Background: an optimization exercise with open tools, aiming at small area. Do not read the settings as production practice. The RTL was checked by simulation tests, not by an equivalence proof against the original design. No activity file was given, so power comes from the tool's default toggle rates.

Design Arr4x4, start of the top module:
module Arr4x4(Err_mac, Err_mult,
             w1_in, w2_in, w3_in, w4_in,
             a1_in, a2_in, a3_in, a4_in,
             w1_out, w2_out, w3_out, w4_out,
             a1_out, a2_out, a3_out, a4_out,
             c1_out, c2_out, c3_out, c4_out,
             clk, rst_n, hold);
Size in the first run: about 4600 cells after synthesis, about 260 I/O pins.
make LEC_CHECK=0 ABC_AREA=1 CAP_MARGIN=20 CORE_MARGIN=2 CORE_UTILIZATION=40 SLEW_MARGIN=20 finish   # period 7.5 ns
run.sh (not shown) runs the stock make flow with config.mk's settings and CLKGATE_MAP_FILE= SYNTH_SCRIPT=/design/flow/synth_recipe.tcl, a recipe that flattens the netlist after the stock synthesis.
The first run produced a layout that fails on setup timing.
Change:
ABC_AREA = default   (was 1)
Result: The changed run finished with setup timing left. Global-route usage drops by 1.3 points. Fmax came out lower by about 1.4%. Die area is higher by about 4%. First-iteration DRC count is about the same.


## job 5482
Another version of the RTL of Arr4x4 (not shown whole).
Size in the first run: ~4200 cells after synthesis.
clock: 7.5 ns
lec_check: 0
abc_area: 1
cap_margin: 20
core_margin: 2
core_utilization: 60
slew_margin: 20
standard.sh (not shown) runs the stock make flow with config.mk's settings and CLKGATE_MAP_FILE= SYNTH_SCRIPT=/design/flow/synth_recipe.tcl, a recipe that flattens the netlist after the stock synthesis.
==> flow/flow/run.sh <==
#!/bin/bash
# Standard layout, with one netlist step added after synthesis: invpush.py
# removes inverters around full-adder cells (a full adder is self-dual), which
# leaves the logic and every register unchanged. Ports are buffered with buf_1.
set -euo pipefail
W=$(pwd)
R=$W/orfs/results/$FLOW_PLATFORM/Arr4x4/base
bash standard.sh synth > $W/synth.log 2>&1
python3 $W/flow/invpush.py $R/1_2_yosys.v $R/1_2_yosys_invpush.v > $W/invpush.log 2>&1
cp $R/1_2_yosys.v $W/1_2_yosys_standard.v
mv $R/1_2_yosys_invpush.v $R/1_2_yosys.v
rm -f $R/1_synth.odb $R/1_synth.sdc
bash standard.sh "BUFFER_PORTS_ARGS=-buffer_cell sky130_fd_sc_hd__buf_1" finish > $W/layout.log 2>&1
Other scripts of this flow, unchanged in this note and not shown: flow/flow/invpush.py
Input changes introduced in job 1897 (baseline for comparison: job 5482):
diff --git a/flow/config.mk b/flow/config.mk
--- a/flow/config.mk
+++ b/flow/config.mk
@@ -11 +11 @@
-export CORE_UTILIZATION = 60
+export CORE_UTILIZATION = 40
Results
- Clock latency on the worst-skew pair up 50 ps in job 1897 wrt job 5482
- [job 1897] fraction of power consumed by combinational cells fell 0.9 points relative to job 5482
- Number of ports placed on the die boundary came out exactly the same in job 1897 and job 5482.
- The overall power of job 1897 was inferior to that of job 5482.
- Job 1897 — post-placement cell count 8.4% higher, job 5482 as reference
- Depth of the worst register-to-register path was higher in job 1897 than in job 5482.
- Post-layout worst setup margin ends up higher on job 1897.
- Summary of job 1897 over job 5482: fraction of layout instances using a drive strength above 1 held, clock power went up about 12%, sequential cell power held.


Arr4x4, a different RTL version from the one above (not shown whole).
Size in the first run: ~3800 cells after synthesis, about 260 I/O pins, about 43000 um2 of cells after synthesis.
Design Arr4x4, start of the top module:
module Arr4x4(Err_mac, Err_mult,
             w1_in, w2_in, w3_in, w4_in,
             a1_in, a2_in, a3_in, a4_in,
             w1_out, w2_out, w3_out, w4_out,
             a1_out, a2_out, a3_out, a4_out,
             c1_out, c2_out, c3_out, c4_out,
             clk, rst_n, hold);
export LEC_CHECK = 0
export ABC_AREA = 1
export CAP_MARGIN = 0
export CORE_MARGIN = 2
export CORE_UTILIZATION = 60
export CTS_BUF_LIST = sky130_fd_sc_hd__clkbuf_16
export CTS_CLUSTER_DIAMETER = 100
export CTS_CLUSTER_SIZE = 20
export SLEW_MARGIN = 0
create_clock -name core_clock -period 7.5 [get_ports {clk}]
==> flow/flow/run.sh <==
#!/bin/bash
# Standard layout, with one netlist step added after synthesis: invpush4.py
# removes inverters around full-adder cells (a full adder is self-dual, and a
# nand2 of two signals is a nor2 of their complements), which
# leaves the logic and every register unchanged. Ports are buffered with buf_1.
set -euo pipefail
W=$(pwd)
R=$W/orfs/results/$FLOW_PLATFORM/Arr4x4/base
bash standard.sh synth > $W/synth.log 2>&1
python3 $W/flow/invpush4.py $R/1_2_yosys.v $R/1_2_yosys_invpush.v > $W/invpush.log 2>&1
cp $R/1_2_yosys.v $W/1_2_yosys_standard.v
mv $R/1_2_yosys_invpush.v $R/1_2_yosys.v
rm -f $R/1_synth.odb $R/1_synth.sdc
bash standard.sh "BUFFER_PORTS_ARGS=-buffer_cell sky130_fd_sc_hd__buf_1" REMOVE_ABC_BUFFERS=1 finish > $W/layout.log 2>&1
Other scripts of this flow, unchanged in this note and not shown: flow/flow/invpush4.py
The first run finished with timing, DRC and antenna clean.
Change:
- CAP_MARGIN: 0 -> 5
- CORE_UTILIZATION: 60 -> 70
- CTS_CLUSTER_SIZE: 20 -> 25
- PLACE_DENSITY: not set -> 0.8
- SLEW_MARGIN: 0 -> 5
Result: Setup slack degrades by 0.032 ns. Cell count decreases by 2.9%. Sequential power stays flat. Count of clock-buffer cells in the layout goes down by 4. Worst hold slack is better by 0.0033 ns. Power rises by 0.55%. Design area is about the same. Die area decreases by about 14%. Combinational power goes up by about 1%.
Change:
- CORE_UTILIZATION: 70 -> 60
- PLACE_DENSITY: 0.8 -> not set
Worst setup slack is better by 0.11 ns.
Count of clock-buffer cells in the layout falls by 1.
Area after synthesis does not change.
Sequential share of layout area barely changes.
Total power went down by about 1%.
Wire length rose by 1.5%.
Change:
- GPL_TIMING_DRIVEN: not set -> 0
The new run finished with timing, DRC and antenna clean. Clock power rises by about 6%. Sequential share of layout area falls by 0.10 points. Sequential power hardly moves. Synthesized area does not change. Cell area rises by 0.38%. Clock-buffer cell count rises by 1. Via count barely changes. Die area does not change.


Arr4x4, a different RTL version from the one above (not shown whole).
Size: about 4000 cells after synthesis, ~260 I/O pins, ~0.044 mm2 of cells after synthesis.
clock: 7.5 ns
lec_check: 0
abc_area: 1
cap_margin: 20
core_margin: 2
core_utilization: 60
cts_buf_list: sky130_fd_sc_hd__clkbuf_4
slew_margin: 20
==> flow/flow/run.sh <==
#!/bin/bash
# Standard layout, with one netlist step added after synthesis: invpush.py
# removes inverters around full-adder cells (a full adder is self-dual), which
# leaves the logic and every register unchanged. Ports are buffered with buf_1.
set -euo pipefail
W=$(pwd)
R=$W/orfs/results/$FLOW_PLATFORM/Arr4x4/base
bash standard.sh synth > $W/synth.log 2>&1
python3 $W/flow/invpush.py $R/1_2_yosys.v $R/1_2_yosys_invpush.v > $W/invpush.log 2>&1
cp $R/1_2_yosys.v $W/1_2_yosys_standard.v
mv $R/1_2_yosys_invpush.v $R/1_2_yosys.v
rm -f $R/1_synth.odb $R/1_synth.sdc
bash standard.sh "BUFFER_PORTS_ARGS=-buffer_cell sky130_fd_sc_hd__buf_1" finish > $W/layout.log 2>&1
Other scripts of this flow, unchanged in this note and not shown: flow/flow/invpush.py
The starting point went through all stages and came out clean.
Change:
CAP_MARGIN = 10   (was 20)
CTS_BUF_LIST = sky130_fd_sc_hd__clkbuf_8   (was sky130_fd_sc_hd__clkbuf_4)
SLEW_MARGIN = 10   (was 20)
The new run finished clean.
Worst setup slack gets worse by 250 ps.
Global-route usage fell by 0.29 points.
Count of clock-buffer cells in the layout fell by 87.
Non-clock buffer count is unchanged.
Via count fell by about 1.1%.
Total power rose by about 0.9%.
Sequential share of layout area is about the same.
Die area is unchanged.
Utilization stays flat.


## rev 12
Starting RTL as in the previous note.
==> flow/design.v (excerpt) <==
module Arr4x4(Err_mac, Err_mult,
             w1_in, w2_in, w3_in, w4_in,
             a1_in, a2_in, a3_in, a4_in,
             w1_out, w2_out, w3_out, w4_out,
             a1_out, a2_out, a3_out, a4_out,
             c1_out, c2_out, c3_out, c4_out,
             clk, rst_n, hold);
==> flow/config.mk <==
export PLATFORM = sky130hd
export DESIGN_NAME = Arr4x4
export DESIGN_NICKNAME = Arr4x4
export VERILOG_FILES = /design/flow/design.v
export SDC_FILE = /design/flow/constraint.sdc
export NUM_CORES = 4
export LEC_CHECK = 0
export ABC_AREA = 1
export CAP_MARGIN = 20
export CORE_MARGIN = 2
export CORE_UTILIZATION = 60
export CTS_BUF_LIST = sky130_fd_sc_hd__clkbuf_16
export CTS_CLUSTER_DIAMETER = 100
export CTS_CLUSTER_SIZE = 30
export SLEW_MARGIN = 20
==> flow/constraint.sdc <==
create_clock -name core_clock -period 7.5 [get_ports {clk}]
set_input_delay 1.5000 -clock core_clock [delete_from_list [all_inputs] [get_ports {clk}]]
set_output_delay 1.5000 -clock core_clock [all_outputs]
set_load 0.01 [all_outputs]
==> flow/flow/run.sh <==
#!/bin/bash
# Standard layout, with one netlist step added after synthesis: invpush4.py
# removes inverters around full-adder cells (a full adder is self-dual, and a
# nand2 of two signals is a nor2 of their complements), which
# leaves the logic and every register unchanged. Ports are buffered with buf_1.
set -euo pipefail
W=$(pwd)
R=$W/orfs/results/$FLOW_PLATFORM/Arr4x4/base
bash standard.sh synth > $W/synth.log 2>&1
python3 $W/flow/invpush4.py $R/1_2_yosys.v $R/1_2_yosys_invpush.v > $W/invpush.log 2>&1
cp $R/1_2_yosys.v $W/1_2_yosys_standard.v
mv $R/1_2_yosys_invpush.v $R/1_2_yosys.v
rm -f $R/1_synth.odb $R/1_synth.sdc
bash standard.sh "BUFFER_PORTS_ARGS=-buffer_cell sky130_fd_sc_hd__buf_1" REMOVE_ABC_BUFFERS=1 finish > $W/layout.log 2>&1
Other scripts of this flow, unchanged in this note and not shown: flow/flow/invpush4.py
Rev 12 ended with every stage complete and zero timing, DRC or antenna violations.
For rev 13, these inputs were changed with respect to rev 12:
# rev 12
export LEC_CHECK = 0
export ABC_AREA = 1
export CAP_MARGIN = 20
export CORE_MARGIN = 2
export CORE_UTILIZATION = 60
export CTS_BUF_LIST = sky130_fd_sc_hd__clkbuf_16
export CTS_CLUSTER_DIAMETER = 100
export CTS_CLUSTER_SIZE = 30
export SLEW_MARGIN = 20
create_clock -name core_clock -period 7.5 [get_ports {clk}]
# rev 13
export LEC_CHECK = 0
export ABC_AREA = 1
export CAP_MARGIN = 5
export CORE_MARGIN = 2
export CORE_UTILIZATION = 60
export CTS_BUF_LIST = sky130_fd_sc_hd__clkbuf_16
export CTS_CLUSTER_DIAMETER = 100
export CTS_CLUSTER_SIZE = 20
export SLEW_MARGIN = 5
create_clock -name core_clock -period 7.5 [get_ports {clk}]
### Flow results
Status: setup slack parity (rev 12, rev 13). Compare rev 13 and rev 12 | utilization lower: rev 13. Rev 13 against rev 12; maximum VDD drop is down slightly. The run showing the greater area added between synthesis and finish is rev 12. Met3 track utilization from global routing: rev 13 and rev 12 compared, higher one is rev 12. Diff rev 12 -> rev 13 | detailed-router iteration count before antenna repair | increase of 2. Max clock slew seen by the registers of the worst setup and hold paths across rev 13 and rev 12: rev 12.


Arr4x4 again, from the RTL that the note above started with.
export LEC_CHECK = 0
export ABC_AREA = 1
export CAP_MARGIN = 20
export CORE_MARGIN = 2
export CORE_UTILIZATION = 60
export CTS_BUF_LIST = sky130_fd_sc_hd__clkbuf_16
export CTS_CLUSTER_DIAMETER = 100
export CTS_CLUSTER_SIZE = 20
export SLEW_MARGIN = 20
create_clock -name core_clock -period 7.5 [get_ports {clk}]
==> flow/flow/run.sh <==
#!/bin/bash
# Standard layout, with one netlist step added after synthesis: invpush2.py
# removes inverters around full-adder cells (a full adder is self-dual), which
# leaves the logic and every register unchanged. Ports are buffered with buf_1.
set -euo pipefail
W=$(pwd)
R=$W/orfs/results/$FLOW_PLATFORM/Arr4x4/base
bash standard.sh synth > $W/synth.log 2>&1
python3 $W/flow/invpush2.py $R/1_2_yosys.v $R/1_2_yosys_invpush.v > $W/invpush.log 2>&1
cp $R/1_2_yosys.v $W/1_2_yosys_standard.v
mv $R/1_2_yosys_invpush.v $R/1_2_yosys.v
rm -f $R/1_synth.odb $R/1_synth.sdc
bash standard.sh "BUFFER_PORTS_ARGS=-buffer_cell sky130_fd_sc_hd__buf_1" REMOVE_ABC_BUFFERS=1 finish > $W/layout.log 2>&1
Other scripts of this flow, unchanged in this note and not shown: flow/flow/invpush2.py
The starting point ran to the end with no violations.
Change:
Settings changed: CTS_BUF_LIST sky130_fd_sc_hd__clkbuf_16 to sky130_fd_sc_hd__clkbuf_8, CTS_CLUSTER_DIAMETER 100 to 60, CTS_CLUSTER_SIZE 20 to 12.
What happened:
- The new run passed the timing, DRC and antenna checks
- cell count rises by 0.77%
- clock-buffer cell count rose by 24
- setup slack improves by 0.10 ns
- fmax grows by 1.5%
- power went up by 0.52%


== JK ==
Another version of the RTL of Arr4x4 (not shown whole).
For scale: about 260 I/O pins, about 0.040 mm2 of cells after synthesis.
export LEC_CHECK = 0
export ABC_AREA = 1
export CAP_MARGIN = 5
export CORE_MARGIN = 2
export CORE_UTILIZATION = 60
export CTS_BUF_LIST = sky130_fd_sc_hd__clkbuf_16
export CTS_CLUSTER_DIAMETER = 100
export CTS_CLUSTER_SIZE = 25
export PLACE_DENSITY = 0.72
export SLEW_MARGIN = 5
create_clock -name core_clock -period 7.5 [get_ports {clk}]
==> flow/flow/run.sh <==
#!/bin/bash
# Standard layout, with one netlist step added after synthesis: invpush9.py
# removes inverters around full-adder cells (a full adder is self-dual, and a
# nand2 of two signals is a nor2 of their complements), which
# leaves the logic and every register unchanged. Ports are buffered with buf_1.
set -euo pipefail
W=$(pwd)
R=$W/orfs/results/$FLOW_PLATFORM/Arr4x4/base
bash standard.sh synth > $W/synth.log 2>&1
python3 $W/flow/invpush9.py $R/1_2_yosys.v $R/1_2_yosys_invpush.v 6 150000 > $W/invpush.log 2>&1
cp $R/1_2_yosys.v $W/1_2_yosys_standard.v
mv $R/1_2_yosys_invpush.v $R/1_2_yosys.v
rm -f $R/1_synth.odb $R/1_synth.sdc
bash standard.sh "BUFFER_PORTS_ARGS=-buffer_cell sky130_fd_sc_hd__buf_1" REMOVE_ABC_BUFFERS=1 finish > $W/layout.log 2>&1
Other scripts of this flow, unchanged in this note and not shown: flow/flow/invpush9.py
What MS does differently from JK at the input level:
- PLACE_DENSITY: 0.72 -> 0.63
==> summary.txt <==
MS against JK: final cell count closely matched the old numbers, non-clock buffer count went down, power drawn by the clock network stayed essentially flat.
On worst-case hold slack, MS tracks JK almost exactly.
Between JK and MS, the cell area does not differ in any meaningful way.
The height of the die on MS is in line with that on JK.
Status: final core area utilization parity (JK, MS)
Changes in AL relative to MS:
- a deleted PLACE_DENSITY that had been 0.63
- a change of CORE_UTILIZATION from 60 to 55
==> summary.txt <==
AL vs MS, number of rows in the core area went up by 4.
Lower first-iteration DRC count among AL and MS: MS
Clock insertion delay at the later pin of the skew report for AL: 0.02 ns down relative to MS
Against MS, AL reports a relative contribution of the clock network to total power that is lower.
Lower number of cells after detailed placement was reported by MS, not AL.
Comparing AL and MS, global-route track usage on met3 is higher on AL.
Diff MS -> AL: maximum number of pins on one net before global-route repair dropped 30; via total after detailed routing fell by about 0.6%; worst setup slack shows an increase of 0.025 ns; clock period minus worst slack has decreased.


Arr4x4 again, from the RTL that the note above started with.
export LEC_CHECK = 0
export ABC_AREA = 1
export CAP_MARGIN = 5
export CORE_MARGIN = 2
export CORE_UTILIZATION = 60
export CTS_BUF_LIST = sky130_fd_sc_hd__clkbuf_16
export CTS_CLUSTER_DIAMETER = 100
export CTS_CLUSTER_SIZE = 30
export SLEW_MARGIN = 5
create_clock -name core_clock -period 7.5 [get_ports {clk}]
==> flow/flow/run.sh <==
#!/bin/bash
# Standard layout, with one netlist step added after synthesis: invpush7.py
# removes inverters around full-adder cells (a full adder is self-dual, and a
# nand2 of two signals is a nor2 of their complements), which
# leaves the logic and every register unchanged. Ports are buffered with buf_1.
set -euo pipefail
W=$(pwd)
R=$W/orfs/results/$FLOW_PLATFORM/Arr4x4/base
bash standard.sh synth > $W/synth.log 2>&1
python3 $W/flow/invpush7.py $R/1_2_yosys.v $R/1_2_yosys_invpush.v 6 150000 > $W/invpush.log 2>&1
cp $R/1_2_yosys.v $W/1_2_yosys_standard.v
mv $R/1_2_yosys_invpush.v $R/1_2_yosys.v
rm -f $R/1_synth.odb $R/1_synth.sdc
bash standard.sh "BUFFER_PORTS_ARGS=-buffer_cell sky130_fd_sc_hd__buf_1" REMOVE_ABC_BUFFERS=1 finish > $W/layout.log 2>&1
Other scripts of this flow, unchanged in this note and not shown: flow/flow/invpush7.py
==> next run, changes <==
CTS_CLUSTER_SIZE = 25   (was 30)
Total power shrinks by 0.96%.
Clock skew grows by 3.8 ps.
Core utilization shrinks by 0.13 points.
Design area barely changes.

what the ideal ports hide:
The flow's constraints put no driver on any port. The routed layouts listed below were extracted and timed again, unchanged, in two steps.
Step 1: set_driving_cell puts a clkbuf_16 on clk and a buf_2 on each other input, an assumption about the parent block.
Step 2, shift: input delay + t, output delay - t, t = (earliest + latest rising clock arrival at the registers) / 2. This alone moves slack from input paths to output paths.
a / b / c = ideal ports / drivers / drivers and shift; a / b = the first two.
run | shift t [ns] | setup WS [ns] | worst setup path after step 2
the first run of note 1 | 0.686 | -0.233 / -0.339 / -1.025 | input to register
the second run of note 1 | 0.696 | -0.346 / -0.352 / -1.048 | input to register
job 5482 | 0.696 | 0.526 / 0.561 / -0.135 | input to register
job 1897 | 0.736 | 0.581 / 0.621 / -0.115 | input to register
the first run of note 3 | 0.633 | 0.776 / 0.807 / 0.174 | input to register
the second run of note 3 | 0.685 | 0.744 / 0.767 / 0.082 | input to register
the third run of note 3 | 0.697 | 0.856 / 0.895 / 0.198 | input to register
the fourth run of note 3 | 0.696 | 0.432 / 0.434 / -0.261 | input to register
the first run of note 4 | 1.054 | 0.901 / 0.935 / -0.119 | input to register
the second run of note 4 | 0.744 | 0.654 / 0.690 / -0.054 | input to register
rev 12 | 0.683 | 0.657 / 0.686 / 0.003 | input to register
rev 13 | 0.699 | 0.659 / 0.664 / -0.035 | input to register
the first run of note 6 | 0.643 | 0.443 / 0.487 / -0.156 | input to register
the second run of note 6 | 0.753 | 0.546 / 0.584 / -0.169 | input to register
JK | 0.677 | 0.247 / 0.247 / 0.229 | input to register
MS | 0.693 | 0.268 / 0.268 / 0.231 | input to register
AL | 0.671 | 0.293 / 0.293 / 0.126 | input to register
the first run of note 8 | 0.676 | 0.352 / 0.352 / 0.209 | input to register
the second run of note 8 | 0.669 | 0.355 / 0.355 / 0.205 | input to register
With both steps, setup timing fails in 8 of these runs, where it was met with ideal ports. The setup slack of the first run of note 4, which loses most, moves by +0.034 ns with the drivers and by -1.020 ns with both steps.
